Context: an optimization exercise on an open-source flow, tuned for small area and a short achievable clock period. The choices shown serve that exercise and are no tape-out recipe.
RTL that was checked went through simulation tests only; none was proved equivalent to the original.
The RTL of run 1 was laid out without a check of its function.
No driver is modelled on the clock port, so clocking that relies on it looks cheaper here than on a real chip.
Power figures rest on the tool's default switching activity, not on a simulated workload.

==> flow/design.v, too long to show whole: its modules and the start of the top module <==
// module fa: 10 lines
// module ha: 9 lines
// module benc: 16 lines
// module benc0: 16 lines
// module bpp: 12 lines
// module bsel: 9 lines
// module bneg: 7 lines
// module bpp0: 8 lines
// module mac32: 627 lines
// module alu: 70 lines
// module pgen: 9 lines
// module sksum: 24 lines
// module zdet: 7 lines
// module alu_top: 32 lines
module alu_top(
    input                 clk,
    input        [31 : 0] A,
    input        [31 : 0] B,
    input        [3  : 0] aluop,
    output logic [31 : 0] alures,
    output logic          ZF,
    output logic          OF
);
  // ...
==> flow/flow/run.sh <==
#!/bin/bash
# The standard layout (the standard.sh, standard synthesis unchanged), with the
# timing repair after CTS and global routing aiming for a larger setup margin on the
# worst path only, and the smallest buffer as the buffer on each port.
set -euo pipefail
bash standard.sh SETUP_SLACK_MARGIN=9 TNS_END_PERCENT=0 \
    "BUFFER_PORTS_ARGS=-buffer_cell sky130_fd_sc_hd__buf_1" finish > flow.log 2>&1
==> flow/standard.sh <==
#!/bin/bash
# synth_recipe.tcl (not shown) runs the flow's synth.tcl, then flattens the netlist and writes it again
# the make line also repeats each setting of config.mk as NAME=value (left out here)
make -C /OpenROAD-flow-scripts/flow DESIGN_CONFIG=/design/flow/config.mk WORK_HOME=/design/flow/orfs CLKGATE_MAP_FILE= SYNTH_SCRIPT=/design/flow/synth_recipe.tcl "${@:-finish}"
==> flow/config.mk <==
export PLATFORM = sky130hd
export DESIGN_NAME = alu_top
export DESIGN_NICKNAME = alu_top
export VERILOG_FILES = /design/flow/design.v
export SDC_FILE = /design/flow/constraint.sdc
export NUM_CORES = 4
export LEC_CHECK = 0
export CAP_MARGIN = 20
export CORE_MARGIN = 2
export CORE_UTILIZATION = 40
export SLEW_MARGIN = 20
export SYNTH_HIERARCHICAL = 1
==> flow/constraint.sdc <==
create_clock -name core_clock -period 15.0 [get_ports {clk}]
set_input_delay 3.0000 -clock core_clock [delete_from_list [all_inputs] [get_ports {clk}]]
set_output_delay 3.0000 -clock core_clock [all_outputs]
set_load 0.01 [all_outputs]
==> results.py, run 1 <==
metrics = {
    "timing": {
        "finalSetupViolCount": 0,
        "relSlewSlack_pct": 34.9,
        "worst_pin_slew_ns": 0.966,
    },
    "clock_tree": {
        "tritoncts": "yes",
    },
    "critical_path": {
        "ff2ff_path_depth": 25,
        "cp.depth": 25,
        "max_stage_delay_ns": 0.57,
    },
    "synth": {
        "synth.largest_area_cell": "fa_1",
        "postSynth.asyncResetShare_pct": 0,
        "synth.ff_latch_count": 102,
        "syn_area_per_cell_um2": 9.27,
        "synth_xor_area_share_pct": 15.9,
        "synthMuxAreaShare_pct": 0.939,
    },
    "final_layout": {
        "seq_cells": 102,
        "multi_input_area_share_pct": 75.6,
        "nonClkBufAreaFrac_pct": 8.51,
        "layout_commonest_cell": "xor2_1",
    },
    "place": {
        "dp_hpwl_um": 51500,
        "pre_cts_ws_ns": 6.70,
    },
    "route": {
        "wl_met2_um": 32000,
        "drc_errors": 0,
        "num_vias": 17300,
    },
    "hold_path": {
        "whs_endpoint": "OF",
    },
    "power": {
        "p_int_mw": 2.09,
        "clkPwrFrac_pct": 5.5,
    },
    "die": {
        "design.core.area_um2": 45200,
    },
    "outcome": {
        "status": "finished clean",
    },
}
==> module benc, before the edit <==
module benc(
    input  m,
    input  s,
    input  b2,
    input  b1,
    input  b0,
    input  d1,
    input  d2,
    output one,
    output two,
    output neg
);
    assign one = m ? (b1 ^ b0) : (s & d1);
    assign two = m ? ((b2 & ~b1 & ~b0) | (~b2 & b1 & b0)) : (s & d2);
    assign neg = m & b2;
endmodule
==> module benc0, before the edit <==
module benc0(
    input  m,
    input  s,
    input  c,
    input  b2,
    input  b1,
    input  d1,
    input  d2,
    output one,
    output two,
    output neg
);
    assign one = m ? b1 : (s ? d1 : c);
    assign two = m ? (b2 & ~b1) : (s & d2);
    assign neg = m & b2;
endmodule
==> module alu, before the edit <==
module alu(
    input        [31 : 0] A,
    input        [31 : 0] B,
    input        [3  : 0] aluop,
    output logic [31 : 0] alures,
    output logic          ZF,
    output logic          OF
);
    logic addm, rv, sub, lgm;
    assign addm = aluop[3] & (aluop[2] | aluop[1]);
    assign rv   = ~aluop[3] & aluop[2] & aluop[1];
    assign lgm  = ~aluop[3] & ~(aluop[2] & (aluop[1] | aluop[0]));
    assign sub  = aluop[2];
    logic [15 : 0] d1, d2;
    genvar i;
    generate for (i = 0; i < 16; i++) begin : g_dig
        assign d1[i] = (B[4:1] == i) & ~B[0];
        assign d2[i] = (B[4:1] == i) & B[0];
    end endgenerate
    logic [3 : 0] tt;
    always_comb begin
        if (addm)
            tt = sub ? 4'b0101 : 4'b1010;
        else if (lgm) begin
            case (aluop[2:0])
                3'b000:  tt = 4'b1000;
                3'b001:  tt = 4'b1110;
                3'b010:  tt = 4'b0110;
                3'b011:  tt = 4'b0111;
                default: tt = 4'b0011;
            endcase
        end else
            tt = 4'b0000;
    end
    logic [31 : 0] rev_a, ma, r;
    generate for (i = 0; i < 32; i++) begin : g_rev
        assign rev_a[i] = A[31 - i];
    end endgenerate
    assign ma = rv ? rev_a : A;
    generate for (i = 0; i < 32; i++) begin : g_r
        assign r[i] = A[i] ? (B[i] ? tt[3] : tt[2]) : (B[i] ? tt[1] : tt[0]);
    end endgenerate
    logic [31 : 0] x, y, S;
    logic m, shm;
    assign m   = aluop[3] & ~aluop[2] & ~aluop[1];
    assign shm = ~aluop[3] & aluop[2] & (aluop[1] | aluop[0]);
    mac32 U_mac(.a(ma), .b(B), .m(m), .s(shm), .c(addm), .d1(d1), .d2(d2), .r(r),
                .cin(addm & sub), .x(x), .y(y));
    logic [31 : 0] px, gx;
    logic          zS;
    pgen  U_pg (.x(x), .y(y), .p(px), .g(gx));
    sksum U_sum(.p(px), .g(gx), .s(S));
    zdet  U_z  (.p(px), .g(gx), .z(zS));
    logic bx31, lt, lts;
    assign bx31 = B[31] ^ sub;
    assign lt   = (A[31] ^ B[31]) ? (aluop[0] ? B[31] : A[31]) : S[31];
    assign lts  = aluop[3] & aluop[2] & aluop[1];           
    logic          sfill;
    logic [31 : 0] fmask;
    assign sfill = rv & aluop[0] & A[31];
    assign fmask = {32{sfill}} & ~(32'hffffffff >> B[4:0]);
    generate for (i = 0; i < 32; i++) begin : g_res
        if (i == 0)
            assign alures[i] = lts ? lt : (rv ? S[31 - i] | fmask[i] : S[i]);
        else
            assign alures[i] = ~lts & (rv ? S[31 - i] | fmask[i] : S[i]);
    end endgenerate
    assign ZF = lts ? ~lt : (zS & ~sfill);
    assign OF = ((aluop == 4'b1010) | (aluop == 4'b1100)) & (A[31] == bx31) & (S[31] != A[31]);
endmodule
==> inputs of run 2 (changes only) <==
--- a/flow/design.v
+++ b/flow/design.v
@@ -21,4 +21,3 @@
 module benc(
-    input  m,
-    input  s,
+    input  [3 : 0] op,
     input  b2,
@@ -32,2 +31,4 @@
 );
+    wire m = op[3] & ~op[2] & ~op[1];
+    wire s = ~op[3] & op[2] & (op[1] | op[0]);
     assign one = m ? (b1 ^ b0) : (s & d1);
@@ -37,5 +38,3 @@
 module benc0(
-    input  m,
-    input  s,
-    input  c,
+    input  [3 : 0] op,
     input  b2,
@@ -48,2 +47,5 @@
 );
+    wire m = op[3] & ~op[2] & ~op[1];
+    wire s = ~op[3] & op[2] & (op[1] | op[0]);
+    wire c = op[3] & (op[2] | op[1]);
     assign one = m ? b1 : (s ? d1 : c);
@@ -91,5 +93,3 @@
     input  [31 : 0] b,
-    input           m,
-    input           s,
-    input           c,
+    input  [3 : 0]  op,
     input  [15 : 0] d1,
@@ -182,3 +182,3 @@
     assign rr[31] = r[31];
-    benc0 E0(.m(m), .s(s), .c(c), .b2(b[1]), .b1(b[0]), .d1(d1[0]), .d2(d2[0]), .one(one[0]), .two(two[0]), .neg(neg[0]));
+    benc0 E0(.op(op), .b2(b[1]), .b1(b[0]), .d1(d1[0]), .d2(d2[0]), .one(one[0]), .two(two[0]), .neg(neg[0]));
     bpp0 P0_0(.one(one[0]), .neg(neg[0]), .a1(a[0]), .pp(pp1));
@@ -215,3 +215,3 @@
     bpp P0_31(.one(one[0]), .two(two[0]), .neg(neg[0]), .a1(a[31]), .a0(a[30]), .pp(pp32));
-    benc E1(.m(m), .s(s), .b2(b[3]), .b1(b[2]), .b0(b[1]), .d1(d1[1]), .d2(d2[1]), .one(one[1]), .two(two[1]), .neg(neg[1]));
+    benc E1(.op(op), .b2(b[3]), .b1(b[2]), .b0(b[1]), .d1(d1[1]), .d2(d2[1]), .one(one[1]), .two(two[1]), .neg(neg[1]));
     bpp0 P1_0(.one(one[1]), .neg(neg[1]), .a1(a[0]), .pp(pp33));
@@ -246,3 +246,3 @@
     bpp P1_29(.one(one[1]), .two(two[1]), .neg(neg[1]), .a1(a[29]), .a0(a[28]), .pp(pp62));
-    benc E2(.m(m), .s(s), .b2(b[5]), .b1(b[4]), .b0(b[3]), .d1(d1[2]), .d2(d2[2]), .one(one[2]), .two(two[2]), .neg(neg[2]));
+    benc E2(.op(op), .b2(b[5]), .b1(b[4]), .b0(b[3]), .d1(d1[2]), .d2(d2[2]), .one(one[2]), .two(two[2]), .neg(neg[2]));
     bpp0 P2_0(.one(one[2]), .neg(neg[2]), .a1(a[0]), .pp(pp63));
@@ -275,3 +275,3 @@
     bpp P2_27(.one(one[2]), .two(two[2]), .neg(neg[2]), .a1(a[27]), .a0(a[26]), .pp(pp90));
-    benc E3(.m(m), .s(s), .b2(b[7]), .b1(b[6]), .b0(b[5]), .d1(d1[3]), .d2(d2[3]), .one(one[3]), .two(two[3]), .neg(neg[3]));
+    benc E3(.op(op), .b2(b[7]), .b1(b[6]), .b0(b[5]), .d1(d1[3]), .d2(d2[3]), .one(one[3]), .two(two[3]), .neg(neg[3]));
     bpp0 P3_0(.one(one[3]), .neg(neg[3]), .a1(a[0]), .pp(pp91));
@@ -302,3 +302,3 @@
     bpp P3_25(.one(one[3]), .two(two[3]), .neg(neg[3]), .a1(a[25]), .a0(a[24]), .pp(pp116));
-    benc E4(.m(m), .s(s), .b2(b[9]), .b1(b[8]), .b0(b[7]), .d1(d1[4]), .d2(d2[4]), .one(one[4]), .two(two[4]), .neg(neg[4]));
+    benc E4(.op(op), .b2(b[9]), .b1(b[8]), .b0(b[7]), .d1(d1[4]), .d2(d2[4]), .one(one[4]), .two(two[4]), .neg(neg[4]));
     bpp0 P4_0(.one(one[4]), .neg(neg[4]), .a1(a[0]), .pp(pp117));
@@ -327,3 +327,3 @@
     bpp P4_23(.one(one[4]), .two(two[4]), .neg(neg[4]), .a1(a[23]), .a0(a[22]), .pp(pp140));
-    benc E5(.m(m), .s(s), .b2(b[11]), .b1(b[10]), .b0(b[9]), .d1(d1[5]), .d2(d2[5]), .one(one[5]), .two(two[5]), .neg(neg[5]));
+    benc E5(.op(op), .b2(b[11]), .b1(b[10]), .b0(b[9]), .d1(d1[5]), .d2(d2[5]), .one(one[5]), .two(two[5]), .neg(neg[5]));
     bpp0 P5_0(.one(one[5]), .neg(neg[5]), .a1(a[0]), .pp(pp141));
@@ -350,3 +350,3 @@
     bpp P5_21(.one(one[5]), .two(two[5]), .neg(neg[5]), .a1(a[21]), .a0(a[20]), .pp(pp162));
-    benc E6(.m(m), .s(s), .b2(b[13]), .b1(b[12]), .b0(b[11]), .d1(d1[6]), .d2(d2[6]), .one(one[6]), .two(two[6]), .neg(neg[6]));
+    benc E6(.op(op), .b2(b[13]), .b1(b[12]), .b0(b[11]), .d1(d1[6]), .d2(d2[6]), .one(one[6]), .two(two[6]), .neg(neg[6]));
     bpp0 P6_0(.one(one[6]), .neg(neg[6]), .a1(a[0]), .pp(pp163));
@@ -371,3 +371,3 @@
     bpp P6_19(.one(one[6]), .two(two[6]), .neg(neg[6]), .a1(a[19]), .a0(a[18]), .pp(pp182));
-    benc E7(.m(m), .s(s), .b2(b[15]), .b1(b[14]), .b0(b[13]), .d1(d1[7]), .d2(d2[7]), .one(one[7]), .two(two[7]), .neg(neg[7]));
+    benc E7(.op(op), .b2(b[15]), .b1(b[14]), .b0(b[13]), .d1(d1[7]), .d2(d2[7]), .one(one[7]), .two(two[7]), .neg(neg[7]));
     bpp0 P7_0(.one(one[7]), .neg(neg[7]), .a1(a[0]), .pp(pp183));
@@ -390,3 +390,3 @@
     bpp P7_17(.one(one[7]), .two(two[7]), .neg(neg[7]), .a1(a[17]), .a0(a[16]), .pp(pp200));
-    benc E8(.m(m), .s(s), .b2(b[17]), .b1(b[16]), .b0(b[15]), .d1(d1[8]), .d2(d2[8]), .one(one[8]), .two(two[8]), .neg(neg[8]));
+    benc E8(.op(op), .b2(b[17]), .b1(b[16]), .b0(b[15]), .d1(d1[8]), .d2(d2[8]), .one(one[8]), .two(two[8]), .neg(neg[8]));
     bpp0 P8_0(.one(one[8]), .neg(neg[8]), .a1(a[0]), .pp(pp201));
@@ -407,3 +407,3 @@
     bpp P8_15(.one(one[8]), .two(two[8]), .neg(neg[8]), .a1(a[15]), .a0(a[14]), .pp(pp216));
-    benc E9(.m(m), .s(s), .b2(b[19]), .b1(b[18]), .b0(b[17]), .d1(d1[9]), .d2(d2[9]), .one(one[9]), .two(two[9]), .neg(neg[9]));
+    benc E9(.op(op), .b2(b[19]), .b1(b[18]), .b0(b[17]), .d1(d1[9]), .d2(d2[9]), .one(one[9]), .two(two[9]), .neg(neg[9]));
     bpp0 P9_0(.one(one[9]), .neg(neg[9]), .a1(a[0]), .pp(pp217));
@@ -422,3 +422,3 @@
     bpp P9_13(.one(one[9]), .two(two[9]), .neg(neg[9]), .a1(a[13]), .a0(a[12]), .pp(pp230));
-    benc E10(.m(m), .s(s), .b2(b[21]), .b1(b[20]), .b0(b[19]), .d1(d1[10]), .d2(d2[10]), .one(one[10]), .two(two[10]), .neg(neg[10]));
+    benc E10(.op(op), .b2(b[21]), .b1(b[20]), .b0(b[19]), .d1(d1[10]), .d2(d2[10]), .one(one[10]), .two(two[10]), .neg(neg[10]));
     bpp0 P10_0(.one(one[10]), .neg(neg[10]), .a1(a[0]), .pp(pp231));
@@ -435,3 +435,3 @@
     bpp P10_11(.one(one[10]), .two(two[10]), .neg(neg[10]), .a1(a[11]), .a0(a[10]), .pp(pp242));
-    benc E11(.m(m), .s(s), .b2(b[23]), .b1(b[22]), .b0(b[21]), .d1(d1[11]), .d2(d2[11]), .one(one[11]), .two(two[11]), .neg(neg[11]));
+    benc E11(.op(op), .b2(b[23]), .b1(b[22]), .b0(b[21]), .d1(d1[11]), .d2(d2[11]), .one(one[11]), .two(two[11]), .neg(neg[11]));
     bpp0 P11_0(.one(one[11]), .neg(neg[11]), .a1(a[0]), .pp(pp243));
@@ -446,3 +446,3 @@
     bpp P11_9(.one(one[11]), .two(two[11]), .neg(neg[11]), .a1(a[9]), .a0(a[8]), .pp(pp252));
-    benc E12(.m(m), .s(s), .b2(b[25]), .b1(b[24]), .b0(b[23]), .d1(d1[12]), .d2(d2[12]), .one(one[12]), .two(two[12]), .neg(neg[12]));
+    benc E12(.op(op), .b2(b[25]), .b1(b[24]), .b0(b[23]), .d1(d1[12]), .d2(d2[12]), .one(one[12]), .two(two[12]), .neg(neg[12]));
     bpp0 P12_0(.one(one[12]), .neg(neg[12]), .a1(a[0]), .pp(pp253));
@@ -455,3 +455,3 @@
     bpp P12_7(.one(one[12]), .two(two[12]), .neg(neg[12]), .a1(a[7]), .a0(a[6]), .pp(pp260));
-    benc E13(.m(m), .s(s), .b2(b[27]), .b1(b[26]), .b0(b[25]), .d1(d1[13]), .d2(d2[13]), .one(one[13]), .two(two[13]), .neg(neg[13]));
+    benc E13(.op(op), .b2(b[27]), .b1(b[26]), .b0(b[25]), .d1(d1[13]), .d2(d2[13]), .one(one[13]), .two(two[13]), .neg(neg[13]));
     bpp0 P13_0(.one(one[13]), .neg(neg[13]), .a1(a[0]), .pp(pp261));
@@ -462,3 +462,3 @@
     bpp P13_5(.one(one[13]), .two(two[13]), .neg(neg[13]), .a1(a[5]), .a0(a[4]), .pp(pp266));
-    benc E14(.m(m), .s(s), .b2(b[29]), .b1(b[28]), .b0(b[27]), .d1(d1[14]), .d2(d2[14]), .one(one[14]), .two(two[14]), .neg(neg[14]));
+    benc E14(.op(op), .b2(b[29]), .b1(b[28]), .b0(b[27]), .d1(d1[14]), .d2(d2[14]), .one(one[14]), .two(two[14]), .neg(neg[14]));
     bpp0 P14_0(.one(one[14]), .neg(neg[14]), .a1(a[0]), .pp(pp267));
@@ -467,3 +467,3 @@
     bpp P14_3(.one(one[14]), .two(two[14]), .neg(neg[14]), .a1(a[3]), .a0(a[2]), .pp(pp270));
-    benc E15(.m(m), .s(s), .b2(b[31]), .b1(b[30]), .b0(b[29]), .d1(d1[15]), .d2(d2[15]), .one(one[15]), .two(two[15]), .neg(neg[15]));
+    benc E15(.op(op), .b2(b[31]), .b1(b[30]), .b0(b[29]), .d1(d1[15]), .d2(d2[15]), .one(one[15]), .two(two[15]), .neg(neg[15]));
     bpp0 P15_0(.one(one[15]), .neg(neg[15]), .a1(a[0]), .pp(pp271));
@@ -755,11 +755,11 @@
     assign ma = rv ? rev_a : A;
+    logic sfill;
+    assign sfill = rv & aluop[0] & A[31];
     generate for (i = 0; i < 32; i++) begin : g_r
-        assign r[i] = A[i] ? (B[i] ? tt[3] : tt[2]) : (B[i] ? tt[1] : tt[0]);
+        assign r[i] = (A[i] ? (B[i] ? tt[3] : tt[2]) : (B[i] ? tt[1] : tt[0]))
+                    | (sfill & (B[4:0] > i));
     end endgenerate
     logic [31 : 0] x, y, S;
-    logic m, shm;
-    assign m   = aluop[3] & ~aluop[2] & ~aluop[1];
-    assign shm = ~aluop[3] & aluop[2] & (aluop[1] | aluop[0]);
-    mac32 U_mac(.a(ma), .b(B), .m(m), .s(shm), .c(addm), .d1(d1), .d2(d2), .r(r),
-                .cin(addm & sub), .x(x), .y(y));
+    mac32 U_mac(.a(ma), .b(B), .op(aluop), .d1(d1), .d2(d2), .r(r), .cin(addm & sub),
+                .x(x), .y(y));
     logic [31 : 0] px, gx;
@@ -773,13 +773,9 @@
     assign lts  = aluop[3] & aluop[2] & aluop[1];           
-    logic          sfill;
-    logic [31 : 0] fmask;
-    assign sfill = rv & aluop[0] & A[31];
-    assign fmask = {32{sfill}} & ~(32'hffffffff >> B[4:0]);
     generate for (i = 0; i < 32; i++) begin : g_res
         if (i == 0)
-            assign alures[i] = lts ? lt : (rv ? S[31 - i] | fmask[i] : S[i]);
+            assign alures[i] = lts ? lt : (rv ? S[31 - i] : S[i]);
         else
-            assign alures[i] = ~lts & (rv ? S[31 - i] | fmask[i] : S[i]);
+            assign alures[i] = ~lts & (rv ? S[31 - i] : S[i]);
     end endgenerate
-    assign ZF = lts ? ~lt : (zS & ~sfill);
+    assign ZF = lts ? ~lt : zS;
     assign OF = ((aluop == 4'b1010) | (aluop == 4'b1100)) & (A[31] == bx31) & (S[31] != A[31]);
==> flow/flow/run.sh (replaced) <==
#!/bin/bash
# The standard layout (the standard.sh, standard synthesis unchanged) with:
# - after CTS, flow/skew.tcl instead of the standard timing repair: the result registers'
#   clock is delayed (useful skew for the register-to-register paths), then setup and
#   hold repair;
# - timing repair after global routing aiming for a larger setup margin, on the worst
#   path only;
# - the smallest buffer as the buffer on each port.
set -euo pipefail
bash standard.sh SETUP_SLACK_MARGIN=10 TNS_END_PERCENT=0 \
    "BUFFER_PORTS_ARGS=-buffer_cell sky130_fd_sc_hd__buf_1" \
    SKIP_CTS_REPAIR_TIMING=1 "POST_CTS_TCL=$PWD/flow/skew.tcl" finish > flow.log 2>&1
==> flow/flow/skew.tcl (new file) <==
set skew_block [ord::get_db_block]
set skew_db [ord::get_db]
set skew_chain [list sky130_fd_sc_hd__dlygate4sd3_1 sky130_fd_sc_hd__dlygate4sd3_1 \
  sky130_fd_sc_hd__dlygate4sd2_1 sky130_fd_sc_hd__clkbuf_8]
# setup repair aims for this slack (the clock period less the period it aims for)
set skew_setup_margin 10

set skew_groups [dict create]
foreach inst [$skew_block getInsts] {
  if { [regexp {^(alures\\?\[[0-9]+\\?\]|ZF|OF)\$_DFF_P_$} [$inst getName]] } {
    set net [[$inst findITerm CLK] getNet]
    dict lappend skew_groups [$net getName] $inst
  }
}
set k 0
foreach netname [dict keys $skew_groups] {
  set insts [dict get $skew_groups $netname]
  set sx 0
  set sy 0
  foreach inst $insts {
    lassign [$inst getLocation] x y
    set sx [expr { $sx + $x }]
    set sy [expr { $sy + $y }]
  }
  set cx [expr { int($sx / [llength $insts]) }]
  set cy [expr { int($sy / [llength $insts]) }]
  set prev [$skew_block findNet $netname]
  set j 0
  foreach mname $skew_chain {
    set master [$skew_db findMaster $mname]
    set cell [odb::dbInst_create $skew_block $master "skew_${k}_${j}"]
    set out [odb::dbNet_create $skew_block "skew_net_${k}_${j}"]
    $out setSigType CLOCK
    set in_term ""
    set out_term ""
    foreach mt [$master getMTerms] {
      if { [$mt getSigType] != "SIGNAL" } { continue }
      if { [$mt getIoType] == "INPUT" } { set in_term [$mt getName] }
      if { [$mt getIoType] == "OUTPUT" } { set out_term [$mt getName] }
    }
    [$cell findITerm $in_term] connect $prev
    [$cell findITerm $out_term] connect $out
    $cell setLocation $cx $cy
    $cell setPlacementStatus PLACED
    set prev $out
    incr j
  }
  foreach inst $insts {
    set ck [$inst findITerm CLK]
    $ck disconnect
    $ck connect $prev
  }
  puts "skew: [llength $insts] result registers on $netname now behind [llength $skew_chain] cells"
  incr k
}

detailed_placement
estimate_parasitics -placement
report_clock_skew
repair_timing -setup -setup_margin $skew_setup_margin -repair_tns 0 -match_cell_footprint -verbose
# hold repair may use setup slack only down to just below what setup repair reached
set skew_wns [sta::worst_slack -max]
puts "skew: worst setup slack $skew_wns"
repair_timing -hold -setup_margin [expr { $skew_wns - 0.05 }] -hold_margin 0.2 -match_cell_footprint -verbose
detailed_placement
estimate_parasitics -placement

# Hold paths left: put a delay cell in front of the input pin nearest the endpoint
# that lies on no setup-critical path.
set skew_n 0
for { set it 0 } { $it < 8 } { incr it } {
  set pes [find_timing_paths -path_delay min -group_path_count 100 -slack_max 0.15]
  if { [llength $pes] == 0 } { break }
  set done_pins [dict create]
  foreach pe $pes {
    set need [expr { 0.15 - [get_property $pe slack] }]
    set pts [lreverse [get_property $pe points]]
    foreach pt [lrange $pts 1 end] {
      set pin [get_property $pt pin]
      if { [get_property $pin direction] != "input" } { continue }
      if { [get_property $pin slack_max] < $skew_wns + $need + 0.5 } { continue }
      set pname [get_full_name $pin]
      if { [dict exists $done_pins $pname] } { break }
      dict set done_pins $pname 1
      set slash [string last "/" $pname]
      set inst [$skew_block findInst [string range $pname 0 [expr { $slash - 1 }]]]
      set iterm [$inst findITerm [string range $pname [expr { $slash + 1 }] end]]
      set net [$iterm getNet]
      set mname sky130_fd_sc_hd__dlygate4sd1_1
      if { $need > 0.35 } { set mname sky130_fd_sc_hd__dlygate4sd3_1 }
      set master [$skew_db findMaster $mname]
      set cell [odb::dbInst_create $skew_block $master "holdfix_$skew_n"]
      set out [odb::dbNet_create $skew_block "holdfix_net_$skew_n"]
      $iterm disconnect
      [$cell findITerm A] connect $net
      [$cell findITerm X] connect $out
      $iterm connect $out
      lassign [$inst getLocation] x y
      $cell setLocation $x $y
      $cell setPlacementStatus PLACED
      puts "skew: hold delay $mname in front of $pname (needed [format %.3f $need])"
      incr skew_n
      break
    }
  }
  detailed_placement
  estimate_parasitics -placement
}
check_placement -verbose
report_clock_skew
report_checks -path_delay max -format end -group_path_count 5
report_checks -path_delay min -format end -group_path_count 5
==> results.py, run 2 <==
metrics = {
    "outcome": {
        "status": "finished clean",
    },
    "timing": {
        "tns_ns": 0,
        "worst_pin_slew_ns": 0.923,
        "hold_viol_final": 0,
        "finalSetupViolCount": 0,
        "finalCritPeriodShare_pct": 36.4,
        "relSlewSlack_pct": 38.5,
        "clock_skew_ns": 1.47,
        "fin_crit_ns": 5.46,
        "finalMaxSlewViolations": 0,
        "timing.fmax_mhz": 183,
        "rsz0062_at_grt": "yes",
    },
    "critical_path": {
        "cp_num_buf_inv": 4,
        "cpMaxStageDelayCell": "fa_1",
        "cp_data_required_time_ns": 16.74,
        "max_stage_delay_ns": 0.54,
        "critPathTopFamily": "adder cells",
        "path_common_cell": "fa_1",
        "crit_path_end_kind": "flop",
        "crit_chain": "buf_12 -> or3_4 -> nor2_1 -> a22o_1 -> buf_12 -> a22o_1 -> xor2_1 -> fa_1 -> fa_1 -> fa_1 -> fa_2 -> fa_1 -> fa_1 -> ha_4 -> inv_1 -> or3_1 -> a211o_4 -> o311ai_4 -> buf_12 -> nor2b_1 -> o21ai_1 -> o21ai_1 -> mux2_2",
        "cp_max_fo": 33,
        "cp-start-kind": "flop",
        "cp.arrival_ns": 7.21,
        "criticalPathCategory": "flop to flop",
    },
    "die": {
        "design.core.area_um2": 45600,
        "io_pins": 103,
        "die-area_um2": 48000,
        "rows": 78,
        "die_y_um": 219,
        "die_x_um": 219,
        "start_util_pct": 40.6,
    },
    "final_layout": {
        "syn_to_final_growth_pct": 22.1,
        "fin_area_um2": 22600,
        "layout_commonest_cell": "a22o_1",
        "mostFrequentLayoutCells": "a22o_1 (290), xor2_1 (276), fa_1 (193)",
        "drive_above_1_share_pct": 20.7,
        "fillers": 4143,
        "nets": 2430,
        "reg_top3": "A_r x32, B_r x32, alures x32",
    },
    "grt": {
        "grt_pass1_wl_um": 117000,
        "grt_pass1_vias": 17600,
        "grt_max_degree": 80,
        "grt_overflow_total": 0,
        "antenna_found_initial": 3,
        "track_usage_pct": 33.3,
    },
    "clock_tree": {
        "worstSkewPairLatency_ns": 1.86,
        "cts_sinks": 102,
        "tritoncts": "yes",
        "clkTransAtPathRegs_ns": 0.08,
    },
    "route": {
        "vias_per_cell": 6.82,
        "post_drt_wl_per_cell_um": 31.2,
        "drc_errors": 0,
        "drt_first_pass_iters": 7,
        "routed_wl_um": 83800,
        "ant_nets": 0,
        "drt_iter0_markers": 2818,
        "num_vias": 18300,
    },
    "flow_run": {
        "drv_cap": 0,
    },
    "synth": {
        "yosysMostFrequentCell": "a22o_1",
        "ys.warnings.count": 11,
        "synth.largest_area_cell": "fa_1",
        "syn_inst": 1903,
        "ys_types": 76,
        "netlist_area_um2": 18500,
        "seq_area_frac_synth_pct": 11.0,
        "syn_nets": 2251,
        "synth.ff_latch_count": 102,
        "synth_enable_flop_cells": 0,
        "syn_area_per_cell_um2": 9.73,
        "postSynth.asyncResetShare_pct": 0,
        "synth_top_cell_area_share_pct": 24.4,
        "ys.flop_type": "dfxtp_1",
        "synth_area_leaders": "fa_1 (24%), a22o_1 (14%), xor2_1 (13%), dfxtp_1 (11%), ha_1 (3.6%)",
        "synth_commonest_cells": "a22o_1 (302), xor2_1 (283), fa_1 (226)",
    },
    "power": {
        "p_leak_nw": 10.6,
        "power.density_nw_per_um2": 205,
        "vdd.ir_drop.worst_mv": 0.353,
    },
    "place": {
        "dp_hpwl_um": 47600,
        "place_area_um2": 19500,
        "gp_congestion": 0.938,
        "io_buffers": 102,
    },
    "hold_path": {
        "hp-class": "flop to flop",
    },
}
-- run 2: changes by cell type after synthesis, moves of 19 or more --
cell / change
a21oi_1: -23
a22o_1: +46
a31oi_1: -19
inv_1: -25
mux2_2: +24
nand2_1: -71
nand2b_1: +24
nor3b_2: +30
o21ai_0: -46
-- run 2: logic make-up after synthesis --
family                     share of synthesized area [%]
adders and majority gates                           28.0
AOI/OAI and AO/OA                                   25.7
DFF                                                 11.0
buffers and inverters                               5.04
muxes                                               2.82
and+or+nand+nor                                     11.7
xor gates and xnor gates                            15.7
-- run 2: area by class of cell, without the clock buffers --
type	count	area, um^2	area share [%]
Multi-Input combinational cell	1670	17000	75.3
Timing Repair Buffer	252	2140	9.47
Sequential cell	102	2070	9.14
Tap cell	600	751	3.32
Buffer	20	213	0.941
Inverter	27	105	0.465
Clock inverter	7	86.3	0.382
Antenna cell	2	5.00	0.0221
-- run 2: modules after synthesis (local to each module, per instance), a selection --
module,flip-flops and latches,cells,times used
pgen,0,32,1
bneg,0,1,256
alu,0,529,1
mac32,0,80,1
fa,0,1,226
alu_top,102,102,1
zdet,0,70,1
bpp0,0,2,16
bsel,0,1,256
-- run 2: routing by layer --
layer  vias to the layer above  global-route usage (%)  share of wire [%]
met5                         -                       0               0.24
met4                         8                    20.5                9.0
met3                       533                    12.1                 14
met2                      1620                    48.9                 40
met1                      8799                    41.6                 36
li1                       7378                       -                  -
-- run 2: power breakdown --
| group | total [mW] | switching, mW | internal, mW |
|---|---|---|---|
| Combinational | 3.91 | 2.17 | 1.74 |
| Clock | 0.341 | 0.146 | 0.195 |
| Sequential | 0.390 | 0.0428 | 0.347 |
-- run 2: path summary, 6_finish.rpt --
check / slack, ns / cells after the start / from / end
worst min-delay path: 0.31 / 5 / B_r[31] / alures[0]
worst max register to register: 9.54 / 23 / B_r[4] / ZF
worst max-delay path: 9.54 / 23 / B_r[4] / ZF
worst min register to register: 0.31 / 5 / B_r[31] / alures[0]
-- run 2: worst min-delay path, stage by stage, from the launching register on --
cell,delay [ns]
dfxtp_1,0.46
dlygate4sd3_1,0.77
nor2b_1,0.16
o21ai_1,0.10
o211ai_1,0.11
a21oi_2,0.08
-- run 2: metrics by stage --
| stage | utilization [%] | instances | power, mW | hold WS [ns] | setup WS, ns |
|---|---|---|---|---|---|
| after floorplan | - | 1903 | 3.00 | 0.775 | 8.54 |
| after global placement | 42.7 | 2496 | 3.79 | 0.914 | 6.88 |
| after detailed placement | 42.7 | 2496 | 3.81 | 0.918 | 6.77 |
| after global routing | 49.6 | 2689 | 4.92 | 0.261 | 9.45 |
| final | 49.6 | 2689 | 4.64 | 0.309 | 9.54 |
==> inputs of run 3 (changes only) <==
--- a/flow/flow/skew.tcl
+++ b/flow/flow/skew.tcl
@@ -3,3 +3,3 @@
 set skew_chain [list sky130_fd_sc_hd__dlygate4sd3_1 sky130_fd_sc_hd__dlygate4sd3_1 \
-  sky130_fd_sc_hd__dlygate4sd2_1 sky130_fd_sc_hd__clkbuf_8]
+  sky130_fd_sc_hd__clkbuf_8]
 # setup repair aims for this slack (the clock period less the period it aims for)
==> results.py, run 3 <==
metrics = {
    "critical_path": {
        "cp_data_required_time_ns": 16.54,
        "cp.arrival_ns": 7.21,
        "criticalPathCategory": "flop to flop",
        "cp-start-kind": "flop",
        "crit_path_end_kind": "flop",
        "cp_max_fo": 14,
    },
    "route": {
        "wl_met1_um": 30100,
        "drt_iter0_markers": 3058,
        "drt_first_pass_iters": 10,
        "post_drt_wl_per_cell_um": 31.2,
        "routed_wl_um": 84600,
        "vias_per_cell": 6.80,
        "wl_met3_um": 12300,
        "num_vias": 18400,
        "ant_nets": 0,
        "top_layer_used": "met5",
        "wl_met2_um": 34200,
        "drc_errors": 0,
    },
    "synth": {
        "syn_inst": 1903,
        "synth.ff_latch_count": 102,
        "synth.largest_area_cell": "fa_1",
        "synth_area_leaders": "fa_1 (24%), a22o_1 (14%), xor2_1 (13%), dfxtp_1 (11%), ha_1 (3.6%)",
        "yosysMostFrequentCell": "a22o_1",
        "ys.flop_type": "dfxtp_1",
        "seq_area_frac_synth_pct": 11.0,
        "postSynth.asyncResetShare_pct": 0,
        "synth_enable_flop_cells": 0,
        "synth_commonest_cells": "a22o_1 (302), xor2_1 (283), fa_1 (226)",
        "syn_area_per_cell_um2": 9.73,
        "ys_types": 76,
        "synth_top_cell_area_share_pct": 24.4,
        "syn_nets": 2251,
        "ys.warnings.count": 11,
        "netlist_area_um2": 18500,
    },
    "timing": {
        "worst_pin_slew_ns": 1.01,
        "relSlewSlack_pct": 32.7,
        "tns_ns": 0,
        "rsz0062_at_grt": "yes",
        "timing.fmax_mhz": 177,
        "finalMaxSlewViolations": 0,
        "finalSetupViolCount": 0,
        "clock_skew_ns": 1.25,
        "hold_ws_ns": 0.235,
        "finalCritPeriodShare_pct": 37.8,
        "fin_crit_ns": 5.66,
        "hold_viol_final": 0,
    },
    "final_layout": {
        "syn_to_final_growth_pct": 23.9,
        "drive_above_1_share_pct": 22.3,
        "layout_commonest_cell": "a22o_1",
        "nets": 2450,
        "reg_top3": "A_r x32, B_r x32, alures x32",
        "fillers": 4099,
        "layoutNonFillerInstCount": 2709,
        "mostFrequentLayoutCells": "a22o_1 (286), xor2_1 (269), fa_1 (189)",
    },
    "place": {
        "dp_cells": 2496,
        "gp_congestion": 0.938,
        "io_buffers": 102,
        "dp_hpwl_um": 47600,
    },
    "die": {
        "die-area_um2": 48000,
        "io_pins": 103,
        "start_util_pct": 40.6,
        "design.core.area_um2": 45600,
        "rows": 78,
        "die_y_um": 219,
        "die_x_um": 219,
    },
    "grt": {
        "track_usage_pct": 34.0,
        "grt_overflow_total": 0,
        "grt_max_degree": 53,
        "antenna_found_initial": 3,
        "grt_pass1_vias": 17900,
        "grt_pass1_wl_um": 119000,
    },
    "hold_path": {
        "hp-class": "flop to flop",
    },
    "flow_run": {
        "drv_cap": 0,
    },
    "outcome": {
        "status": "finished clean",
    },
    "clock_tree": {
        "tritoncts": "yes",
        "worstSkewPairLatency_ns": 1.65,
        "cts_sinks": 102,
        "clkTransAtPathRegs_ns": 0.08,
    },
    "power": {
        "p_leak_nw": 10.7,
        "power.density_nw_per_um2": 201,
        "vdd.ir_drop.worst_mv": 0.358,
    },
}
==> run 3: cell count changes in the layout (fill, tap and decap cells not counted), moves of 4 or more <==
cell	change
a22o_1	-4
a22o_4	+6
buf_1	+16
buf_12	+11
buf_2	-15
buf_4	+30
dfxtp_1	-4
dlygate4sd2_1	-5
dlygate4sd3_1	-9
fa_1	-4
fa_2	+4
xor2_1	-7
xor2_2	+7
==> run 3: worst max-delay path, cell delays in order, from the launching register on <==
cell,delay [ns]
dfxtp_4,0.38
buf_12,0.15
or3_4,0.46
nor2_4,0.16
a22o_4,0.22
buf_12,0.17
a22o_1,0.16
xor2_1,0.21
fa_1,0.48
fa_1,0.53
fa_2,0.39
fa_2,0.42
fa_1,0.58
fa_1,0.47
ha_4,0.33
inv_1,0.08
or3_1,0.33
a211o_4,0.33
o311ai_4,0.09
buf_12,0.17
nor2b_1,0.06
o21ai_1,0.19
o21ai_1,0.14
mux2_2,0.28
==> run 3: kinds of logic after synthesis <==
logic type | share of synthesized area [%]
AO/OA/AOI/OAI | 25.7
buffers and inverters | 5.04
multiplexers | 2.82
adder cells (fa/ha/maj) | 28.0
flip-flops | 11.0
AND/OR/NAND/NOR | 11.7
XOR/XNOR | 15.7
==> run 3: power by group <==
part	internal (mW)	switching (mW)
Sequential	0.347	0.0419
Combinational	1.72	2.18
Clock	0.182	0.143
Total	2.25	2.37
==> run 3: Yosys stat by module, one instance, submodules excluded, a selection <==
module / cell area [um^2] / copies in the design / cells inside / flip-flops and latches
zdet: 468 / 1 / 70 / 0
benc0: 60.1 / 1 / 8 / 0
pgen: 400 / 1 / 32 / 0
bpp0: 12.5 / 16 / 2 / 0
fa: 20.0 / 226 / 1 / 0
ha: 12.5 / 16 / 1 / 0
bneg: 8.76 / 256 / 1 / 0
benc: 78.8 / 15 / 10 / 0
bsel: 8.76 / 256 / 1 / 0
alu_top: 2040 / 1 / 102 / 102
==> run 3: final cells by class, without the clock buffers <==
| cell class | count | area [um^2] | share of cell area (%) |
|---|---|---|---|
| sequential | 102 | 2070 | 9.04 |
| inverter | 27 | 105 | 0.458 |
| tap | 600 | 751 | 3.27 |
| timing repair buffer | 281 | 2450 | 10.7 |
| clock inverter | 7 | 86.3 | 0.376 |
| multi-input combinational | 1666 | 17100 | 74.4 |
| antenna | 2 | 5.00 | 0.0218 |
| buffer | 15 | 169 | 0.736 |
==> run 3: worst paths after layout <==
| kind | slack (ns) | to | start | cells past startpoint |
|---|---|---|---|---|
| setup / recovery | 9.34 | ZF | B_r[1] | 23 |
| hold / removal | 0.24 | alures[0] | aluop_r[3] | 6 |
| setup reg to reg | 9.34 | ZF | B_r[1] | 23 |
| hold reg to reg | 0.24 | alures[0] | aluop_r[3] | 6 |
==> run 3: routing by layer <==
metal / track usage (%) / vias to the layer above
li1: - / 7403
met1: 41.1 / 8846
met2: 50.0 / 1617
met3: 13.5 / 554
met4: 21.5 / 8
met5: 0.729 / -
==> run 3: per-stage QoR <==
| step | setup WS, ns | utilization, % | instance area, um^2 | power, mW |
|---|---|---|---|---|
| floorplan | 8.54 | - | 19100 | 3.00 |
| global placement | 6.88 | 42.7 | 19500 | 3.79 |
| detailed placement | 6.77 | 42.7 | 19500 | 3.81 |
| global route | 9.31 | 50.3 | 22900 | 4.88 |
| finish | 9.34 | 50.3 | 22900 | 4.62 |
==> inputs of run 4 (changes only) <==
--- a/flow/flow/skew.tcl
+++ b/flow/flow/skew.tcl
@@ -3,3 +3,3 @@
 set skew_chain [list sky130_fd_sc_hd__dlygate4sd3_1 sky130_fd_sc_hd__dlygate4sd3_1 \
-  sky130_fd_sc_hd__clkbuf_8]
+  sky130_fd_sc_hd__dlygate4sd1_1 sky130_fd_sc_hd__clkbuf_8]
 # setup repair aims for this slack (the clock period less the period it aims for)
==> results.py, run 4 <==
metrics = {
    "timing": {
        "finalSetupViolCount": 0,
        "timing.fmax_mhz": 183,
        "relSlewSlack_pct": 36.2,
        "hold_ws_ns": 0.293,
        "fin_crit_ns": 5.46,
        "finalCritPeriodShare_pct": 36.4,
        "hold_viol_final": 0,
        "rsz0062_at_grt": "yes",
        "tns_ns": 0,
        "worst_pin_slew_ns": 0.957,
        "finalMaxSlewViolations": 0,
        "clock_skew_ns": 1.46,
    },
    "die": {
        "die-area_um2": 48000,
        "io_pins": 103,
        "die_y_um": 219,
        "die_x_um": 219,
        "rows": 78,
        "design.core.area_um2": 45600,
        "start_util_pct": 40.6,
    },
    "synth": {
        "synth_top_cell_area_share_pct": 24.4,
        "synth_commonest_cells": "a22o_1 (302), xor2_1 (283), fa_1 (226)",
        "netlist_area_um2": 18500,
        "ys.warnings.count": 11,
        "ys.flop_type": "dfxtp_1",
        "synth.ff_latch_count": 102,
        "yosysMostFrequentCell": "a22o_1",
        "ys_types": 76,
        "syn_area_per_cell_um2": 9.73,
        "synth_area_leaders": "fa_1 (24%), a22o_1 (14%), xor2_1 (13%), dfxtp_1 (11%), ha_1 (3.6%)",
        "seq_area_frac_synth_pct": 11.0,
        "postSynth.asyncResetShare_pct": 0,
        "synth_enable_flop_cells": 0,
        "syn_nets": 2251,
        "syn_inst": 1903,
        "synth.largest_area_cell": "fa_1",
    },
    "final_layout": {
        "postLayoutCoreUtil_pct": 50.2,
        "seq_area_um2": 2070,
        "layout_commonest_cell": "a22o_1",
        "nets": 2452,
        "multi_input_area_um2": 17000,
        "mostFrequentLayoutCells": "a22o_1 (288), xor2_1 (271), fa_1 (195)",
        "reg_top3": "A_r x32, B_r x32, alures x32",
        "layoutNonFillerInstCount": 2711,
        "syn_to_final_growth_pct": 23.5,
        "fillers": 4117,
        "drive_above_1_share_pct": 21.8,
    },
    "power": {
        "power.density_nw_per_um2": 202,
        "vdd.ir_drop.worst_mv": 0.355,
        "p_leak_nw": 10.8,
        "total_power_mw": 4.61,
    },
    "route": {
        "drc_errors": 0,
        "ant_nets": 0,
        "drt_first_pass_iters": 7,
        "vias_per_cell": 6.76,
        "routed_wl_um": 83800,
        "post_drt_wl_per_cell_um": 30.9,
        "drt_iter0_markers": 2768,
        "num_vias": 18300,
    },
    "critical_path": {
        "max_stage_delay_ns": 0.58,
        "cp.depth": 24,
        "cp.arrival_ns": 7.18,
        "ff2ff_path_depth": 24,
        "crit_path_end_kind": "flop",
        "cp-start-kind": "flop",
        "cp_num_buf_inv": 6,
        "rrSetupSlack_ns": 9.54,
        "criticalPathCategory": "flop to flop",
        "crit_chain": "buf_16 -> clkinvlp_4 -> buf_4 -> dlygate4sd3_1 -> buf_4 -> o221ai_1 -> a21o_1 -> fa_1 -> fa_1 -> fa_1 -> fa_1 -> ha_4 -> and3_4 -> and4_1 -> a221o_1 -> o21a_1 -> o21ba_4 -> a211o_4 -> o311ai_4 -> buf_12 -> nor2b_1 -> o21ai_1 -> o21ai_1 -> mux2_2",
        "r2r-start": "aluop_r[3]",
        "cp_data_required_time_ns": 16.73,
        "crit_path_start": "aluop_r[3]",
        "critPathTopFamily": "adder cells",
        "cpMaxStageDelayCell": "dlygate4sd3_1",
        "path_common_cell": "fa_1",
        "r2r-end": "ZF",
        "worstSetupEndpoint": "ZF",
        "cp_max_fo": 26,
    },
    "grt": {
        "grt_max_degree": 53,
        "grt_pass1_vias": 17800,
        "track_usage_pct": 34.0,
        "grt_pass1_wl_um": 119000,
        "grt_overflow_total": 0,
        "antenna_found_initial": 2,
    },
    "clock_tree": {
        "tritoncts": "yes",
        "clkTransAtPathRegs_ns": 0.08,
        "worstSkewPairLatency_ns": 1.85,
        "cts_sinks": 102,
    },
    "place": {
        "dp_cells": 2496,
        "io_buffers": 102,
        "gp_congestion": 0.938,
        "dp_hpwl_um": 47600,
    },
    "hold_path": {
        "hp-class": "flop to flop",
    },
    "outcome": {
        "status": "finished clean",
    },
    "flow_run": {
        "drv_cap": 0,
    },
}
run 4: changes by cell type in the layout (fill, tap and decap cells not counted), sizes merged:
cell	change
bufbuf	+1
a22o	-1
dlymetal6s4s	+1
buf	-9
clkbuf	-2
dlygate4sd3	+6
mux2	+1
inv	-1
dlygate4sd1	+5
clkinvlp	+1
run 4: worst min path at each step:
stage / depth (start not counted) / slack [ns] / endpoint / startpoint
6_report: 6 / 0.29 / alures[28] / A_r[3]
5_1_grt: 5 / 0.27 / alures[31] / A_r[0]
3_5_place_dp: 2 / 0.92 / alures[0] / A_r[31]
2_1_floorplan: 3 / 0.77 / OF / A_r[31]
3_3_place_gp: 2 / 0.91 / alures[0] / A_r[31]
run 4: layer usage:
| layer | global-route usage [%] | vias to the layer above | wire length (um) |
|---|---|---|---|
| met4 | 20.7 | 4 | 7180 |
| met2 | 49.9 | 1588 | 34100 |
| li1 | - | 7406 | - |
| met5 | 1.88 | - | 165 |
| met3 | 13.7 | 503 | 11800 |
| met1 | 41.5 | 8823 | 30600 |
run 4: Yosys stat by module (local to each module, per instance), excerpt:
module  cells inside  copies in the design  flops+latches
sksum            146                     1              0
bsel               1                   256              0
pgen              32                     1              0
bpp0               2                    16              0
zdet              70                     1              0
bneg               1                   256              0
fa                 1                   226              0
run 4: area by class of cell, without the clock buffers:
| type | count | share of cell area, % |
|---|---|---|
| timing repair buffer | 278 | 10.8 |
| tap | 600 | 3.28 |
| multi-input combinational | 1666 | 74.1 |
| sequential | 102 | 9.05 |
| buffer | 20 | 0.930 |
| antenna | 2 | 0.0219 |
| inverter | 27 | 0.476 |
| clock inverter | 7 | 0.377 |
run 4: logic make-up after synthesis:
logic type               after synthesis  share of synthesized area [%]
AND/OR/NAND/NOR                      390                           11.7
AO/OA/AOI/OAI                        593                           25.7
XOR/XNOR                             332                           15.7
multiplexers                          49                           2.82
flip-flops                           102                           11.0
adder cells (fa/ha/maj)              279                           28.0
buffers and inverters                158                           5.04
run 4: power by group:
| part | internal [mW] | total (mW) | leakage (nW) | switching (mW) |
|---|---|---|---|---|
| Sequential | 0.347 | 0.389 | 0.862 | 0.0419 |
| Clock | 0.194 | 0.341 | 0.257 | 0.147 |
| Combinational | 1.72 | 3.88 | 9.64 | 2.16 |
| Total | 2.26 | 4.61 | 10.8 | 2.35 |
run 4: metrics by stage:
step | worst slack, ns | instance area (um^2)
after floorplan | 8.54 | 19100
after global placement | 6.88 | 19500
after detailed placement | 6.77 | 19500
after global routing | 9.48 | 22900
final | 9.54 | 22900
run 4: worst min-delay path, stage by stage (launching register included):
cell	delay, ns
dfxtp_1	0.48
o211ai_1	0.14
nand4b_1	0.33
fa_1	0.24
ha_1	0.22
xnor2_1	0.18
a22o_1	0.13
==> inputs of run 5 (changes only) <==
--- a/flow/flow/run.sh
+++ b/flow/flow/run.sh
@@ -9,3 +9,3 @@
 set -euo pipefail
-bash standard.sh SETUP_SLACK_MARGIN=10 TNS_END_PERCENT=0 \
+bash standard.sh SETUP_SLACK_MARGIN=9.5 TNS_END_PERCENT=0 \
     "BUFFER_PORTS_ARGS=-buffer_cell sky130_fd_sc_hd__buf_1" \
--- a/flow/flow/skew.tcl
+++ b/flow/flow/skew.tcl
@@ -3,5 +3,5 @@
 set skew_chain [list sky130_fd_sc_hd__dlygate4sd3_1 sky130_fd_sc_hd__dlygate4sd3_1 \
-  sky130_fd_sc_hd__dlygate4sd1_1 sky130_fd_sc_hd__clkbuf_8]
+  sky130_fd_sc_hd__dlygate4sd2_1 sky130_fd_sc_hd__clkbuf_8]
 # setup repair aims for this slack (the clock period less the period it aims for)
-set skew_setup_margin 10
+set skew_setup_margin 9.5
 
==> results.py, run 5 <==
metrics = {
    "route": {
        "routed_wl_um": 80700,
        "post_drt_wl_per_cell_um": 30.3,
        "drc_errors": 0,
        "ant_nets": 0,
        "drt_first_pass_iters": 9,
        "drt_iter0_markers": 2615,
        "num_vias": 17900,
        "vias_per_cell": 6.72,
    },
    "grt": {
        "antenna_found_initial": 1,
        "grt_pass1_vias": 16900,
        "track_usage_pct": 31.2,
        "grt_overflow_total": 0,
        "grt_pass1_wl_um": 111000,
        "grt_max_degree": 78,
    },
    "clock_tree": {
        "cts_sinks": 102,
        "clkTransAtPathRegs_ns": 0.08,
        "tritoncts": "yes",
        "worstSkewPairLatency_ns": 1.87,
    },
    "critical_path": {
        "critPathTopFamily": "adder cells",
        "cp_data_required_time_ns": 16.75,
        "crit_chain": "and3b_4 -> buf_16 -> buf_12 -> nand2_2 -> o21ai_4 -> a22o_1 -> xor2_1 -> fa_1 -> fa_1 -> fa_1 -> fa_1 -> fa_1 -> ha_4 -> o21a_1 -> a211o_2 -> o21ba_4 -> a211o_4 -> o311ai_4 -> buf_12 -> nor2b_1 -> o21ai_1 -> o21ai_1 -> mux2_2",
        "crit_path_end_kind": "flop",
        "max_stage_delay_ns": 0.60,
        "ff2ff_path_depth": 23,
        "r2r-end": "ZF",
        "criticalPathCategory": "flop to flop",
        "cpMaxStageDelayCell": "fa_1",
        "cp.depth": 23,
        "cp_num_buf_inv": 3,
        "r2r-start": "aluop_r[3]",
        "cp_max_fo": 11,
        "rrSetupSlack_ns": 9.45,
        "cp.arrival_ns": 7.29,
        "path_common_cell": "fa_1",
        "cp-start-kind": "flop",
    },
    "hold_path": {
        "hold_start": "aluop_r[2]",
        "hp-class": "flop to flop",
        "whs_endpoint": "ZF",
        "hold_path_depth": 5,
    },
    "place": {
        "io_buffers": 102,
        "pre_cts_ws_ns": 6.77,
        "dp_hpwl_um": 47600,
        "dp_cells": 2496,
        "place_area_um2": 19500,
        "gp_congestion": 0.938,
    },
    "synth": {
        "syn_nets": 2251,
        "postSynth.asyncResetShare_pct": 0,
        "synth.ff_latch_count": 102,
        "ys.warnings.count": 11,
        "syn_area_per_cell_um2": 9.73,
        "yosysMostFrequentCell": "a22o_1",
        "synth_area_leaders": "fa_1 (24%), a22o_1 (14%), xor2_1 (13%), dfxtp_1 (11%), ha_1 (3.6%)",
        "ys.flop_type": "dfxtp_1",
        "synth_enable_flop_cells": 0,
        "ys_types": 76,
        "seq_area_frac_synth_pct": 11.0,
        "netlist_area_um2": 18500,
        "synth_commonest_cells": "a22o_1 (302), xor2_1 (283), fa_1 (226)",
        "synth.largest_area_cell": "fa_1",
        "synth_top_cell_area_share_pct": 24.4,
        "syn_inst": 1903,
    },
    "outcome": {
        "status": "finished clean",
    },
    "timing": {
        "worst_pin_slew_ns": 0.953,
        "rsz0062_at_grt": "yes",
        "relSlewSlack_pct": 35.8,
        "finalSetupViolCount": 0,
        "hold_ws_ns": 0.183,
        "tns_ns": 0,
        "finalMaxSlewViolations": 0,
        "fin_crit_ns": 5.55,
        "finalCritPeriodShare_pct": 37.0,
        "clock_skew_ns": 1.47,
        "fin_ws_ns": 9.45,
        "hold_viol_final": 0,
        "timing.fmax_mhz": 180,
    },
    "final_layout": {
        "reg_top3": "A_r x32, B_r x32, alures x32",
        "fin_area_um2": 22200,
        "layout_commonest_cell": "a22o_1",
        "nets": 2404,
        "layoutNonFillerInstCount": 2663,
        "postLayoutCoreUtil_pct": 48.6,
        "fillers": 4199,
        "drive_above_1_share_pct": 17.9,
        "mostFrequentLayoutCells": "a22o_1 (290), xor2_1 (279), fa_1 (196)",
        "syn_to_final_growth_pct": 19.7,
    },
    "die": {
        "die_y_um": 219,
        "io_pins": 103,
        "start_util_pct": 40.6,
        "die_x_um": 219,
        "design.core.area_um2": 45600,
        "rows": 78,
        "die-area_um2": 48000,
    },
    "power": {
        "power.density_nw_per_um2": 206,
        "vdd.ir_drop.worst_mv": 0.388,
        "total_power_mw": 4.57,
        "p_leak_nw": 10.4,
    },
    "flow_run": {
        "drv_cap": 0,
    },
}
## run 5: power breakdown
| part | leakage [nW] | internal, mW | switching (mW) |
|---|---|---|---|
| Combinational | 9.29 | 1.69 | 2.15 |
| Sequential | 0.862 | 0.346 | 0.0416 |
| Clock | 0.255 | 0.195 | 0.147 |
## run 5: area by class of cell, without the clock buffers
type,count,area [um^2],share of cell area (%)
antenna,2,5.00,0.0226
inverter,27,109,0.491
tap,600,751,3.39
clock inverter,7,86.3,0.389
sequential,102,2070,9.32
timing repair buffer,232,1870,8.45
multi-input combinational,1664,16800,76.0
buffer,20,213,0.960
## run 5: cells by family (layout without fill, tap and decap cells)
kind of cell / after synthesis / in the layout / share of synthesized area (%)
buf+inv: 158 / 295 / 5.04
xor+xnor: 332 / 332 / 15.7
other cells: 0 / 2 / 0
compound gates: 593 / 607 / 25.7
mux: 49 / 53 / 2.82
flops: 102 / 102 / 11.0
simple gates: 390 / 393 / 11.7
fa+ha+maj: 279 / 279 / 28.0
## run 5: how the worst max path moves through the flow
stage	startpoint	end	slack, ns
3_3_place_gp	aluop_r[2]	ZF	6.88
6_report	aluop_r[3]	ZF	9.45
3_5_place_dp	aluop_r[2]	ZF	6.77
5_1_grt	aluop_r[3]	ZF	9.42
2_1_floorplan	aluop_r[3]	ZF	8.54
## run 5: modules after synthesis (local to each module, per instance), excerpt
| module | cell area [um^2] | flip-flops and latches | times used | cells inside |
|---|---|---|---|---|
| zdet | 468 | 0 | 1 | 70 |
| bsel | 8.76 | 0 | 256 | 1 |
| benc0 | 60.1 | 0 | 1 | 8 |
| sksum | 957 | 0 | 1 | 146 |
| alu | 3420 | 0 | 1 | 529 |
| bpp0 | 12.5 | 0 | 16 | 2 |
| alu_top | 2040 | 102 | 1 | 102 |
| pgen | 400 | 0 | 1 | 32 |
| benc | 78.8 | 0 | 15 | 10 |
| fa | 20.0 | 0 | 226 | 1 |
| ha | 12.5 | 0 | 16 | 1 |
| bneg | 8.76 | 0 | 256 | 1 |
| mac32 | 581 | 0 | 1 | 80 |
## run 5: worst register-to-register path, delay by kind of cell (launching register included)
| family | cells | cell delay, ns |
|---|---|---|
| xor gates and xnor gates | 1 | 0.22 |
| adders and majority gates | 6 | 2.73 |
| and+or+nand+nor | 3 | 0.72 |
| muxes | 1 | 0.28 |
| buffers and inverters | 3 | 0.50 |
| DFF | 1 | 0.38 |
| AOI/OAI and AO/OA | 9 | 2.07 |
## run 5: routing by layer
layer | track usage, % | up-vias | wire length (um)
li1 | - | 7284 | -
met1 | 40.2 | 8677 | 30000
met2 | 46.7 | 1480 | 33200
met3 | 9.23 | 458 | 10800
met4 | 17.3 | 6 | 6630
met5 | 0 | - | 127
==> module sksum, before the edit <==
module sksum(
    input  [31 : 0] p,
    input  [31 : 0] g,
    output [31 : 0] s
);
    logic [31 : 0] pg [0 : 5];
    logic [31 : 0] gg [0 : 5];
    assign pg[0] = p;
    assign gg[0] = g;
    genvar l, i;
    generate for (l = 0; l < 5; l++) begin : g_lvl
        for (i = 0; i < 32; i++) begin : g_bit
            if (i & (1 << l)) begin : g_node
                localparam integer J = ((i >> l) << l) - 1;
                assign gg[l + 1][i] = gg[l][i] | (pg[l][i] & gg[l][J]);
                assign pg[l + 1][i] = pg[l][i] & pg[l][J];
            end else begin : g_pass
                assign gg[l + 1][i] = gg[l][i];
                assign pg[l + 1][i] = pg[l][i];
            end
        end
    end endgenerate
    assign s = p ^ {gg[5][30 : 0], 1'b0};
endmodule
==> inputs of run 6 (changes only) <==
--- a/flow/design.v
+++ b/flow/design.v
@@ -767,8 +767,14 @@
     pgen  U_pg (.x(x), .y(y), .p(px), .g(gx));
-    sksum U_sum(.p(px), .g(gx), .s(S));
+    logic          c31;
+    sksum U_sum(.p(px), .g(gx), .s(S), .c31(c31));
     zdet  U_z  (.p(px), .g(gx), .z(zS));
-    logic bx31, lt, lts;
+    logic bx31, lt, lt0, lt1, lts, ofc, of0, of1;
     assign bx31 = B[31] ^ sub;
-    assign lt   = (A[31] ^ B[31]) ? (aluop[0] ? B[31] : A[31]) : S[31];
+    assign lt0  = (A[31] ^ B[31]) ? (aluop[0] ? B[31] : A[31]) : px[31];
+    assign lt1  = (A[31] ^ B[31]) ? (aluop[0] ? B[31] : A[31]) : ~px[31];
+    assign lt   = c31 ? lt1 : lt0;
     assign lts  = aluop[3] & aluop[2] & aluop[1];           
+    assign ofc  = ((aluop == 4'b1010) | (aluop == 4'b1100)) & (A[31] == bx31);
+    assign of0  = ofc & (px[31] != A[31]);
+    assign of1  = ofc & (px[31] == A[31]);
     generate for (i = 0; i < 32; i++) begin : g_res
@@ -780,3 +786,3 @@
     assign ZF = lts ? ~lt : zS;
-    assign OF = ((aluop == 4'b1010) | (aluop == 4'b1100)) & (A[31] == bx31) & (S[31] != A[31]);
+    assign OF = c31 ? of1 : of0;
 endmodule
@@ -794,3 +800,4 @@
     input  [31 : 0] g,
-    output [31 : 0] s
+    output [31 : 0] s,
+    output          c31
 );
@@ -813,3 +820,4 @@
     end endgenerate
-    assign s = p ^ {gg[5][30 : 0], 1'b0};
+    assign s   = p ^ {gg[5][30 : 0], 1'b0};
+    assign c31 = gg[5][30];
 endmodule
==> results.py, run 6 <==
metrics = {
    "clock_tree": {
        "cts_sinks": 102,
        "clkTransAtPathRegs_ns": 0.09,
        "tritoncts": "yes",
        "worstSkewPairLatency_ns": 1.92,
    },
    "grt": {
        "track_usage_pct": 31.3,
        "antenna_found_initial": 2,
        "use_met3_pct": 8.59,
        "met2_usage_pct": 45.5,
        "met1_usage_pct": 41.5,
        "grt_busiest_layer": "met2",
        "grt_max_degree": 80,
        "grt_pass1_wl_um": 112000,
        "grt_pass1_vias": 16900,
        "grt_overflow_total": 0,
    },
    "power": {
        "vdd.ir_drop.worst_mv": 0.256,
        "p_leak_nw": 10.3,
        "power.density_nw_per_um2": 197,
    },
    "critical_path": {
        "cp.arrival_ns": 2.51,
        "cp_num_buf_inv": 1,
        "crit_path_end_kind": "output port",
        "crit_chain": "buf_1",
        "cpMaxStageDelayCell": "dfxtp_1",
        "cp-start-kind": "flop",
        "critPathTopFamily": "flip-flops",
        "max_stage_delay_ns": 0.40,
        "criticalPathCategory": "flop to output port",
        "cp_max_fo": 1,
        "cp_data_required_time_ns": 12.00,
    },
    "synth": {
        "synth_area_leaders": "fa_1 (24%), xor2_1 (14%), a22o_1 (13%), dfxtp_1 (11%), ha_1 (3.6%)",
        "syn_area_per_cell_um2": 9.45,
        "ys.warnings.count": 11,
        "ys_types": 78,
        "syn_nets": 2318,
        "synth_top_cell_area_share_pct": 24.3,
        "postSynth.asyncResetShare_pct": 0,
        "synth.largest_area_cell": "fa_1",
        "ys.flop_type": "dfxtp_1",
        "synth_enable_flop_cells": 0,
        "seq_area_frac_synth_pct": 11.0,
        "syn_inst": 1970,
        "synth.ff_latch_count": 102,
        "netlist_area_um2": 18600,
        "yosysMostFrequentCell": "xor2_1",
        "synth_commonest_cells": "xor2_1 (287), a22o_1 (271), fa_1 (226)",
    },
    "die": {
        "die-area_um2": 48300,
        "die_x_um": 220,
        "io_pins": 103,
        "start_util_pct": 40.2,
        "die_y_um": 220,
        "rows": 79,
        "design.core.area_um2": 46300,
    },
    "final_layout": {
        "nets": 2467,
        "layout_commonest_cell": "xor2_1",
        "mostFrequentLayoutCells": "xor2_1 (281), a22o_1 (263), fa_1 (215)",
        "fin_area_um2": 22000,
        "reg_top3": "A_r x32, B_r x32, alures x32",
        "drive_above_1_share_pct": 15.9,
        "syn_to_final_growth_pct": 18.0,
    },
    "timing": {
        "fin_crit_ns": 5.51,
        "timing.fmax_mhz": 181,
        "finalSetupViolCount": 0,
        "finalCritPeriodShare_pct": 36.8,
        "worst_pin_slew_ns": 0.961,
        "tns_ns": 0,
        "finalMaxSlewViolations": 0,
        "hold_viol_final": 0,
        "relSlewSlack_pct": 35.7,
        "clock_skew_ns": 1.54,
        "rsz0062_at_grt": "yes",
    },
    "route": {
        "post_drt_wl_per_cell_um": 29.0,
        "drt_first_pass_iters": 7,
        "routed_wl_um": 79300,
        "num_vias": 17900,
        "ant_nets": 0,
        "drc_errors": 0,
        "vias_per_cell": 6.55,
        "drt_iter0_markers": 2748,
    },
    "place": {
        "gp_congestion": 0.934,
        "place_area_um2": 19500,
        "io_buffers": 102,
        "dp_hpwl_um": 47600,
    },
    "flow_run": {
        "drv_cap": 0,
    },
    "outcome": {
        "status": "finished clean",
    },
    "hold_path": {
        "hp-class": "flop to flop",
    },
}
## run 6: kinds of logic after synthesis
group | Yosys count | synth area share, %
AO/OA/AOI/OAI | 584 | 24.2
AND/OR/NAND/NOR | 455 | 12.8
XOR/XNOR | 348 | 16.4
adder cells (fa/ha/maj) | 299 | 28.9
buffers and inverters | 151 | 4.80
flip-flops | 102 | 11.0
multiplexers | 31 | 1.87
## run 6: layout make-up, without the clock buffers
type / instances / area, um^2
multi-input cells: 1737 / 16800
clock inverters: 7 / 83.8
fillers: 4385 / 24300
well taps: 607 / 759
diodes: 2 / 5.00
inverters: 19 / 75.1
repair buffers: 230 / 1770
flip-flops and latches: 102 / 2070
plain buffers: 20 / 213
## run 6: final timing paths
| kind | start | endpoint | slack, ns | depth (start not counted) |
|---|---|---|---|---|
| min | A_r[31] | ZF | 0.10 | 4 |
| max | ZF | ZF | 9.49 | 1 |
| max reg2reg | aluop_r[0] | ZF | 9.49 | 19 |
| min reg2reg | A_r[31] | ZF | 0.10 | 4 |
## run 6: power breakdown
| group | leakage, nW | internal, mW | switching, mW |
|---|---|---|---|
| Clock | 0.256 | 0.195 | 0.155 |
| Sequential | 0.862 | 0.346 | 0.0418 |
| Combinational | 9.21 | 1.48 | 2.11 |
| Total | 10.3 | 2.02 | 2.30 |
## run 6: routing by layer
metal,vias to the layer above,share of wire [%]
li1,7430,-
met1,8646,38
met2,1452,41
met3,372,14
met4,0,7.6
met5,-,0
## run 6: stage by stage
stage / hold slack, ns / util, % / total power, mW / cells / worst slack, ns
after floorplan: 0.742 / - / 2.86 / 1970 / 8.46
after global placement: 0.893 / 42.2 / 3.59 / 2575 / 6.95
after detailed placement: 0.904 / 42.2 / 3.62 / 2575 / 6.91
after global routing: 0.0791 / 47.5 / 4.62 / 2731 / 9.40
final: 0.101 / 47.5 / 4.32 / 2733 / 9.49
## run 6: worst min-delay path, delay by kind of cell (launching register included)
kind                       cells  cell delay (ns)
AOI/OAI and AO/OA              1             0.17
muxes                          1             0.07
adders and majority gates      1             0.21
buffers and inverters          1             0.68
DFF                            1             0.44
## run 6: modules after synthesis, one instance, submodules excluded, a selection
module	cell area [um^2]	flops+latches	copies in the design	cells
sksum	876	0	1	130
zdet	468	0	1	70
alu	3600	0	1	612
bpp0	12.5	0	16	2
benc0	60.1	0	1	8
ha	12.5	0	16	1
fa	20.0	0	226	1
pgen	400	0	1	32

-- afterwards: timing with drivers on the ports --
In the flow no input, the clock included, has a driving cell. The finished layouts below were timed again as built, in two steps.
Step 1 sets driving cells, clkbuf_16 on the clock port and buf_2 on the other inputs (assumed; they add their load-dependent delay and slew).
Step 2, shift: input delay + t, output delay - t, t = (earliest + latest rising clock arrival at the registers) / 2. This alone moves slack from input paths to output paths.
a / b / c = ideal / step 1 / step 2; a / b = the first two.
run | t (ns) | setup slack, ns | worst setup path after step 2 | latest minus earliest clock arrival (ns) | worst register clock-pin slew, ns | worst slew at a driven data input, ns
run 1 | 0.462 | 8.069 / 8.069 / 8.069 | register to register | 0.026 / 0.026 | 0.10 / 0.10 | 0.04
run 2 | 1.177 | 9.538 / 9.538 / 9.538 | register to register | 1.473 / 1.473 | 0.08 / 0.08 | 0.04
run 3 | 1.068 | 9.336 / 9.336 / 9.336 | register to register | 1.255 / 1.255 | 0.08 / 0.08 | 0.04
run 4 | 1.172 | 9.545 / 9.545 / 9.545 | register to register | 1.458 / 1.458 | 0.08 / 0.08 | 0.04
run 5 | 1.182 | 9.453 / 9.453 / 9.453 | register to register | 1.470 / 1.470 | 0.08 / 0.08 | 0.04
run 6 | 1.211 | 9.486 / 9.429 / 9.495 | register to register | 1.536 / 1.536 | 0.11 / 0.11 | 0.04
Clock arrivals are far apart in 5 of these runs, so t is only a midpoint there and step 2 fits no single register.
